Background: an optimization exercise with open tools, aiming at small area. Do not read the settings as production practice. At most, simulation tests tie the RTL to the original design; equivalence was not proved. The RTL of run 2 was laid out without a check of its function. No activity file was given, so power comes from the tool's default toggle rates.

## flow/config.mk

```make
export PLATFORM = sky130hd
export DESIGN_NAME = ALU
export DESIGN_NICKNAME = ALU
export VERILOG_FILES = /design/flow/design.v
export SDC_FILE = /design/flow/constraint.sdc
export NUM_CORES = 4
export LEC_CHECK = 0
export ABC_AREA = 1
export CAP_MARGIN = 20
export CORE_MARGIN = 2
export CORE_UTILIZATION = 40
export SLEW_MARGIN = 20
```

## flow/constraint.sdc

```tcl
create_clock -name core_clock -period 100.0 [get_ports {clk}]
set_input_delay 20.0000 -clock core_clock [delete_from_list [all_inputs] [get_ports {clk}]]
set_output_delay 20.0000 -clock core_clock [all_outputs]
set_load 0.01 [all_outputs]
```

## flow/design.v

```verilog
`timescale 1ns/1ns
module ALU (
    input  logic clk,
    input  logic rst_n,
    input  logic [5:0] alu_op,
    input  logic word,
    input  logic [15:0] a,
    input  logic [15:0] b,
    input  logic cf_in,
    input  logic [4:0] shift_cnt,
    output logic [15:0] result
);
    logic       valid;
    logic       x0a, use_b, oh_en, force1, inv, divm, mulm, arith0, cin0;
    logic       selx, selq, rcl, ror;
    logic [3:0] lut;     
    always_comb begin
        valid = 1'b1;
        x0a = 1'b0; use_b = 1'b0; oh_en = 1'b0; force1 = 1'b0; inv = 1'b0;
        divm = 1'b0; mulm = 1'b0; arith0 = 1'b0; cin0 = 1'b0;
        selx = 1'b0; selq = 1'b0; rcl = 1'b0; ror = 1'b0; lut = 4'b0000;
        case (alu_op)
            6'd0:        begin x0a = 1'b1; use_b = 1'b1; arith0 = 1'b1; selx = 1'b1; end
            6'd1, 6'd2:  begin x0a = 1'b1; use_b = 1'b1; inv = 1'b1; arith0 = 1'b1; cin0 = 1'b1; selx = 1'b1; end
            6'd3:        begin x0a = 1'b1; arith0 = 1'b1; cin0 = 1'b1; selx = 1'b1; end
            6'd4:        begin x0a = 1'b1; inv = 1'b1; arith0 = 1'b1; selx = 1'b1; end
            6'd5:        begin inv = 1'b1; mulm = 1'b1; selx = 1'b1; end
            6'd6, 6'd10: lut = 4'b1000;
            6'd7:        lut = 4'b1110;
            6'd8:        lut = 4'b0110;
            6'd9:        lut = 4'b0011;
            6'd11:       begin oh_en = 1'b1; mulm = 1'b1; selx = 1'b1; end
            6'd12, 6'd13: begin x0a = 1'b1; oh_en = 1'b1; inv = 1'b1; divm = 1'b1; selq = ~shift_cnt[4]; end
            6'd14, 6'd17: lut = 4'b1100;
            6'd15:       begin x0a = 1'b1; oh_en = 1'b1; force1 = 1'b1; inv = 1'b1; divm = 1'b1; selq = 1'b1; ror = 1'b1; end
            6'd16:       begin oh_en = 1'b1; force1 = 1'b1; mulm = 1'b1; selx = 1'b1; rcl = 1'b1; end
            6'd18, 6'd19: begin use_b = 1'b1; mulm = 1'b1; selx = 1'b1; end
            6'd20, 6'd21: begin x0a = 1'b1; use_b = 1'b1; inv = 1'b1; divm = 1'b1; selq = 1'b1; end
            default:     valid = 1'b0;
        endcase
    end
    logic [15:0] oh, yb, y;
    genvar k;
    generate
        for (k = 0; k < 16; k++) begin : g_oh
            assign oh[k] = oh_en & (force1 ? (k == 1) : (!shift_cnt[4] && shift_cnt[3:0] == k));
        end
    endgenerate
    assign yb = use_b ? b : oh;
    assign y  = yb ^ {16{inv}};
    logic [15:0] hz;
    assign hz[0] = 1'b1;
    generate
        for (k = 1; k < 16; k++) begin : g_hz
            assign hz[k] = hz[k-1] & ~yb[16-k];
        end
    endgenerate
    logic [15:0] x [0:16];
    logic [15:0] q;
    assign x[16] = a & {16{x0a}};
    generate
        for (k = 15; k >= 0; k--) begin : g_row
            localparam int W = 16 - k;
            logic [W-1:0] s, xi;
            logic [W:0]   c;
            logic         sel;
            assign xi = x[k+1][15:k];
            assign c[0] = (k == 0) ? (divm | cin0) : divm;
            assign s = xi ^ y[W-1:0] ^ c[W-1:0];
            assign c[W:1] = (xi & y[W-1:0]) | (c[W-1:0] & (xi ^ y[W-1:0]));
            assign q[k] = c[W] & hz[k];
            assign sel = mulm ? a[k] : divm ? q[k] : ((k == 0) & arith0);
            if (k > 0) begin : g_lo
                assign x[k][k-1:0] = x[k+1][k-1:0];
            end
            assign x[k][15:k] = sel ? s[W-1:0] : x[k+1][15:k];
        end
    endgenerate
    logic [15:0] nxt, ext;
    assign ext = {ror & a[0], 14'd0, rcl & cf_in};
    generate
        for (k = 0; k < 16; k++) begin : g_out
            assign nxt[k] = (selx & x[0][k]) | (selq & q[k]) | lut[{a[k], b[k]}] | ext[k];
        end
    endgenerate
    always_ff @(posedge clk) begin
        if (rst_n && valid)
            result <= nxt;
    end
endmodule
```

## flow/run.sh

```bash
#!/bin/bash
# synth_recipe.tcl (not shown) runs the flow's synth.tcl, then flattens the netlist and writes it again
# the make line also repeats each setting of config.mk as NAME=value (left out here)
make -C /OpenROAD-flow-scripts/flow DESIGN_CONFIG=/design/flow/config.mk WORK_HOME=/design/flow/orfs CLKGATE_MAP_FILE= SYNTH_SCRIPT=/design/flow/synth_recipe.tcl finish
```

==> impl_metrics.json, run 1 <==
{
  "power_density_nw_per_um2": 7.59,
  "grt_max_degree": 26,
  "min_path_cells": 3,
  "rsz0062_at_grt": "false",
  "cts_buffers": 3,
  "wire_per_inst_um": 17.5,
  "antenna_found_initial": 0,
  "holdPathEnd": "result[0]$_DFFE_PP_",
  "relSlewSlack": 0.320,
  "io_pins": 63,
  "synth-seq-cells": 16,
  "cts_hold_buffers": 0,
  "setup_violations": 0,
  "worst_setup_path_end_kind": "flop",
  "die_y_um": 141,
  "outcome": "finished clean",
  "max_freq_mhz": 11.4,
  "grt_pass1_wl_um": 36000,
  "cts.clk_slew.worst_paths_ns": 0.05,
  "crit_path_top_delay_cell": "clkinv_1",
  "tns_ns": 0,
  "first_pass_iters": 6,
  "antenna_cells": 0,
  "initial_core_util": 0.405,
  "grt_pass1_vias": 6737,
  "synth_area_leaders": "fa_1, nand2_1, inv_1",
  "cts_tree": "yes",
  "avgSynthCellArea_um2": 7.77,
  "largest_reg_flops": 16,
  "largest_register": "result",
  "portBuffers": 61,
  "arrival_ns": 87.98,
  "async_flop_share": 0,
  "htree_levels": 1,
  "hold_class": "in -> reg",
  "yosysTopAreaCellShare": 0.361,
  "final_common_cell": "nand2_1",
  "synth_seq_area_share": 0.0638,
  "final-hold-violation-count": 0,
  "synth.cell_area_um2": 7530,
  "fin_crit_sh": 0.880,
  "core_area_um2": 18600,
  "crit_path_max_fanout": 25,
  "nFillCells": 1905,
  "vias": 6635,
  "totalWireLength_um": 21900,
  "cp.required_ns": 99.95,
  "min_period_ns": 88.03,
  "overflow": 0,
  "grt_usage": 0.230,
  "start_kind": "input port",
  "layout_common_cells": "nand2_1, fa_1, inv_1, nor2_1, nand3_1",
  "cts-resized-gates": 0,
  "syn_nets": 1153,
  "drive_gt1_frac": 0.142,
  "setup_slack_ns": 11.97,
  "maxCapViolCount": 0,
  "die_area_um2": 19900,
  "slew_violations": 0,
  "drc": 0,
  "dieWidth_um": 141,
  "tightest_slew_ns": 1.02,
  "post-place-ws_ns": 11.46,
  "synth_cells": 970,
  "cts.sinks": 16,
  "nets": 1203,
  "area_growth_syn_to_layout_pct": 12.3,
  "leakage_nw": 3.39,
  "synth_cell_types": 54,
  "rows": 50,
  "cts_root_buffer": "clkbuf_16",
  "critPathMostFrequentCell": "fa_1",
  "multi_input_area_um2": 6390,
  "clockBufferDepth": 2,
  "slowest_delay_ns": 0.65,
  "ff_latch_area_um2": 480,
  "min_from": "cf_in",
  "yosysWarnings": 2,
  "synth_flop_cell": "edfxtp_1",
  "cts_post_setup_buffers_inserted": 0,
  "drtAntennaViolNets": 0,
  "synth_top_area_cell": "fa_1",
  "synth_edf_count": 16,
  "crit_type": "in -> reg",
  "drt_iter0_drc": 399,
  "viasPerCell": 5.30,
  "routabilityCongestion": 0.984,
  "ir_drop_mv": 0.00581,
  "dpl.hpwl_um": 17900,
  "reg.largest.list": "result x16"
}
## critical path: cells and delay by family
family | cells | cell delay [ns]
and+or+nand+nor | 50 | 6.27
adders and majority gates | 121 | 49.04
buffers and inverters | 39 | 7.70
AOI/OAI and AO/OA | 26 | 4.80
xor gates and xnor gates | 1 | 0.20
## final cells by class
class | count | area share
clock buffers | 3 | 0.00887
inverters | 145 | 0.0648
multi-input cells | 785 | 0.755
clock inverters | 1 | 0.000444
well taps | 234 | 0.0346
flip-flops and latches | 16 | 0.0568
repair buffers | 69 | 0.0793
## cells by family after synthesis
logic type,count (synthesis),share of synthesized area
AND/OR/NAND/NOR,505,0.329
buffers and inverters,169,0.0923
adder cells (fa/ha/maj),136,0.361
AO/OA/AOI/OAI,128,0.135
XOR/XNOR,16,0.0186
flip-flops,16,0.0638
## metal layers
layer  track usage  share of wire
met1         0.321           0.46
met4         0.104          0.050
met3        0.0187          0.041
met5             0              0
met2         0.367           0.45
## report_power, final
part	total, W	internal [W]	switching (W)
combinational	0.0000470	0.0000174	0.0000296
clock	0.00000863	0.00000534	0.00000329
sequential	0.00000855	0.00000829	0.000000263
total	0.0000642	0.0000310	0.0000332
## worst max path at each step
stage | from | to | slack [ns] | cells past startpoint
floorplan | alu_op[4] | result[7]$_DFFE_PP_ | 17.27 | 235
global placement | alu_op[1] | result[0]$_DFFE_PP_ | 11.84 | 238
detailed placement | alu_op[1] | result[0]$_DFFE_PP_ | 11.46 | 237
CTS | alu_op[1] | result[0]$_DFFE_PP_ | 11.65 | 237
global route | alu_op[1] | result[0]$_DFFE_PP_ | 7.41 | 237
finish | alu_op[1] | result[0]$_DFFE_PP_ | 11.97 | 237
## stage by stage
step | power [W] | area [µm²] | std cells | utilization | hold WS (ns)
2_1_floorplan | 0.0000425 | 7530 | 970 | - | 20.21
3_3_place_gp | 0.0000551 | 8370 | 1249 | 0.451 | 20.76
3_5_place_dp | 0.0000560 | 8380 | 1249 | 0.451 | 20.75
4_1_cts | 0.0000651 | 8460 | 1253 | 0.455 | 20.50
5_1_grt | 0.0000722 | 8460 | 1253 | 0.455 | 20.51
6_report | 0.0000642 | 8460 | 1253 | 0.455 | 20.50
## cells in the mapped netlist, types with 12 or more instances
master,number
nor2_1,70
nand3_1,66
nand2_1,244
xor2_1,12
a31oi_1,20
edfxtp_1,16
inv_1,129
or2_2,21
a21oi_1,22
fa_1,136
nand3_2,27
and2_1,17
inv_2,12
nand2_2,22
o21ai_0,19
==> run 2: changes to the inputs <==
==> flow/design.v (replaced) <==
`timescale 1ns/1ns
module ALU (
    input  logic clk,
    input  logic rst_n,
    input  logic [5:0] alu_op,
    input  logic word,
    input  logic [15:0] a,
    input  logic [15:0] b,
    input  logic cf_in,
    input  logic [4:0] shift_cnt,
    output logic [15:0] result
);
    logic [15:0] a_in, b_in;
    parameter ADD = 6'b000000;
    parameter SUB = 6'b000001;
    parameter CMP = 6'b000010;
    parameter INC = 6'b000011;
    parameter DEC = 6'b000100;
    parameter NEG = 6'b000101;
    parameter AND = 6'b000110;
    parameter OR = 6'b000111;
    parameter XOR = 6'b001000;
    parameter NOT = 6'b001001;
    parameter TEST = 6'b001010;
    parameter SHL = 6'b001011;
    parameter SHR = 6'b001100;
    parameter SAR = 6'b001101;
    parameter ROL = 6'b001110;
    parameter ROR = 6'b001111;
    parameter RCL = 6'b010000;
    parameter RCR = 6'b010001;
    parameter MUL = 6'b010010;
    parameter IMUL = 6'b010011;
    parameter DIV = 6'b010100;
    parameter IDIV = 6'b010101;
    always @(posedge clk or negedge rst_n) begin
        if (!rst_n) begin
            a_in <= 0;
            b_in <= 0;
        end else begin
            case(alu_op)
                ADD: begin
                    result <= a + b;
                end
                SUB: begin
                    result <= a - b;
                end
                CMP: begin
                    result <= a - b;
                end
                INC: begin
                    result <= a + 1;
                end
                DEC: begin
                    result <= a - 1;
                end
                NEG: begin
                    result <= 0 - a;
                end
                AND: begin
                    result <= a & b;
                end
                OR: begin
                    result <= a | b;
                end
                XOR: begin
                    result <= a ^ b;
                end
                NOT: begin
                    result <= ~a;
                end
                TEST: begin
                    result <= a & b;
                end
                SHL: begin
                    result <= a << shift_cnt;
                end
                SHR: begin
                    result <= a >> shift_cnt;
                end
                SAR: begin
                    result <= a >>> shift_cnt;
                end
                ROL: begin
                    result <= {a[15:0], a[15:0]};
                end
                ROR: begin
                    result <= {a[0], a[15:1]};
                end
                RCL: begin
                    result <= {a[15:0], cf_in};
                end
                RCR: begin
                    result <= {cf_in, a[15:0]};
                end
                MUL: begin
                    result <= a * b;    
                end
                IMUL: begin
                    result <= a * b;    
                end
                DIV: begin
                    result <= (b == 16'd0) ? 16'hFFFF : a / b;
                end
                IDIV: begin
                    result <= (b == 16'd0) ? 16'hFFFF : a / b;
                end
            endcase
        end
    end
endmodule
--- a/flow/config.mk
+++ b/flow/config.mk
@@ -5,7 +5,6 @@
 export SDC_FILE = /design/flow/constraint.sdc
 export NUM_CORES = 4
 export LEC_CHECK = 0
-export ABC_AREA = 1
 export CAP_MARGIN = 20
 export CORE_MARGIN = 2
 export CORE_UTILIZATION = 40
==> run 2 against run 1 <==
Against the previous run: sequential power increased by 2%; via count increased to 2.5 times the previous value; first-iteration DRC count increased to 4.7 times the previous value; count of clock-buffer cells in the layout unchanged; largest cell class unchanged; setup slack improved by 36 ns; total power increased to 3.2 times the previous value; area after synthesis increased by 110%; clock power decreased by 13%; fmax increased by 70%; sequential cell count unchanged.
==> impl_metrics.json, run 2 <==
{
  "portBuffers": 61,
  "rows": 72,
  "post-place-cells": 2673,
  "antenna_cells": 0,
  "drc": 0,
  "muxShareOfSynthArea": 0.0497,
  "area_growth_syn_to_layout_pct": 8.11,
  "highest_layer": "met5",
  "grt_usage": 0.284,
  "io_pins": 63,
  "cts.clk_slew.worst_paths_ns": 0.05,
  "synth-seq-cells": 16,
  "routabilityCongestion": 0.993,
  "dpl_cell_area_um2": 17000,
  "grt_pass1_wl_um": 92200,
  "first_pass_iters": 6,
  "synth_area_leaders": "ha_1, fa_1, nand2_1",
  "maxCapViolCount": 0,
  "cp.required_ns": 99.95,
  "drive_gt1_frac": 0.0736,
  "cts_root_buffer": "clkbuf_16",
  "cts_hold_buffers": 0,
  "ir_drop_mv": 0.0202,
  "dpl.hpwl_um": 45500,
  "synth-simple-area-share": 0.216,
  "drt-met1-wl_um": 25600,
  "cts-resized-gates": 0,
  "nFillCells": 4046,
  "leakage_nw": 7.50,
  "yosysWarnings": 1,
  "yosysTopAreaCellShare": 0.188,
  "setup_violations": 0,
  "fin_crit_sh": 0.519,
  "vias": 16800,
  "cts.sinks": 16,
  "totalWireLength_um": 60100,
  "tns_ns": 0,
  "worst_setup_path_end_kind": "flop",
  "yosysMostFrequentCell": "ha_1",
  "multi_input_area_um2": 14200,
  "synth_cell_types": 95,
  "synth.cell_area_um2": 15800,
  "antenna_found_initial": 2,
  "outcome": "finished clean",
  "layout_common_cells": "ha_1, nand2_1, nor2_1, inv_1, a21oi_1",
  "htree_levels": 1,
  "slowest_delay_ns": 0.80,
  "largest_register": "result",
  "cp_num_buf_inv": 8,
  "die_area_um2": 41200,
  "synth_flop_cell": "edfxtp_1",
  "finalNonFillerCells": 2678,
  "syn_nets": 2524,
  "path_delay_family": "compound AO/OA/AOI/OAI gates",
  "grt_max_degree": 43,
  "synth_edf_count": 16,
  "synth_top_family_by_area": "adder cells",
  "wl_met2_um": 27500,
  "start_kind": "input port",
  "arrival_ns": 51.82,
  "drt_iter0_drc": 1868,
  "critPathMostFrequentCell": "ha_1",
  "rsz0062_at_grt": "false",
  "tightest_slew_ns": 1.00,
  "cts_tree": "yes",
  "wl_met3_um": 4590,
  "slew_violations": 0,
  "overflow": 0,
  "hold_class": "in -> reg",
  "die_y_um": 203,
  "initial_core_util": 0.407,
  "synth_top_area_cell": "ha_1",
  "async_flop_share": 0,
  "crit_path_top_delay_cell": "clkdlybuf4s50_1",
  "dieWidth_um": 203,
  "ff_latch_area_um2": 480,
  "synth_cells": 2158,
  "synth.cells.most_frequent": "ha_1, nand2_1, nor2_1",
  "final_common_cell": "ha_1",
  "synth_seq_area_share": 0.0303,
  "power_density_nw_per_um2": 12.1,
  "final-hold-violation-count": 0,
  "crit_type": "in -> reg",
  "synth-adder-area-share": 0.290,
  "core_area_um2": 38900,
  "synthXorXnorAreaFrac": 0.0674,
  "largest_reg_flops": 16,
  "drtAntennaViolNets": 0,
  "cts_buffers": 3,
  "avgSynthCellArea_um2": 7.34,
  "wire_per_inst_um": 22.4,
  "reg.largest.list": "result x16",
  "max_freq_mhz": 19.3,
  "clockBufferDepth": 2,
  "nets": 2527,
  "final_area_um2": 17100,
  "cts_post_setup_buffers_inserted": 0,
  "relSlewSlack": 0.329,
  "crit_path_max_fanout": 21,
  "grt_pass1_vias": 16200,
  "min_period_ns": 51.87,
  "viasPerCell": 6.28,
  "synth-compound-area-share": 0.271
}
run 2: final timing paths:
| path | slack (ns) | depth (start not counted) | to | startpoint |
|---|---|---|---|---|
| worst max-delay path | 48.13 | 113 | result[0]$_DFFE_PP_ | b[15] |
| worst min-delay path | 20.76 | 2 | result[9]$_DFFE_PP_ | rst_n |
run 2: cell type report:
class                      instances  share of cell area
inverter                         181              0.0397
sequential                        16              0.0280
clock inverter                     1            0.000219
timing repair buffer             114              0.0589
multi-input combinational       1845               0.831
tap                              518              0.0378
clock buffer                       3             0.00438
run 2: metal layers:
layer  vias up  global-route usage
li1       7872                   -
met1      8035               0.380
met2       755               0.481
met3       146              0.0233
met4         2              0.0962
met5         -                   0
run 2: cells by family (layout without fill, tap and decap cells):
family	after synthesis	count (layout)
buf+inv	297	299
fa+ha+maj	319	319
flops	16	16
simple gates	723	723
xor+xnor	122	122
mux	66	66
compound gates	615	615
run 2: metrics by stage:
stage | setup slack, ns | power, W | util | hold slack [ns]
finish | 48.13 | 0.000208 | 0.440 | 20.76
detailed placement | 48.23 | 0.000197 | 0.438 | 20.81
CTS | 48.36 | 0.000206 | 0.440 | 20.77
floorplan | 53.80 | 0.000151 | - | 20.35
global placement | 48.72 | 0.000192 | 0.438 | 20.81
global route | 45.91 | 0.000229 | 0.440 | 20.83
run 2: power by group:
| group | switching [W] | internal, W | leakage (nW) |
|---|---|---|---|
| logic | 0.000109 | 0.0000820 | 7.31 |
| registers | 0.000000145 | 0.00000854 | 0.149 |
| clock network | 0.00000223 | 0.00000528 | 0.0385 |

## re-timing with driven ports
How much do the figures lean on ideal ports? The routed layouts below were timed once more, with nothing changed but the port constraints.
Step 1, drivers: a clkbuf_16 drives clk and a buf_2 each remaining input, both assumed.
Step 2 times the ports against the registers' clock, not the clock port: input delays grow and output delays shrink by t, the midpoint of the rising clock arrivals with the driver on.
a / b / c = no drivers / after step 1 / after step 2; a / b = the first two.
run | shift t [ns] | slack for setup (ns) | clock arrival spread, ns
run 1 | 0.293 | 11.967 / 11.980 / 11.687 | 0.015 / 0.015
run 2 | 0.264 | 48.130 / 48.136 / 47.872 | 0.003 / 0.002
After both steps every run listed still meets setup and hold. For run 1, which loses most, drivers alone change the setup slack by +0.013 ns; drivers and shift together by -0.280 ns.
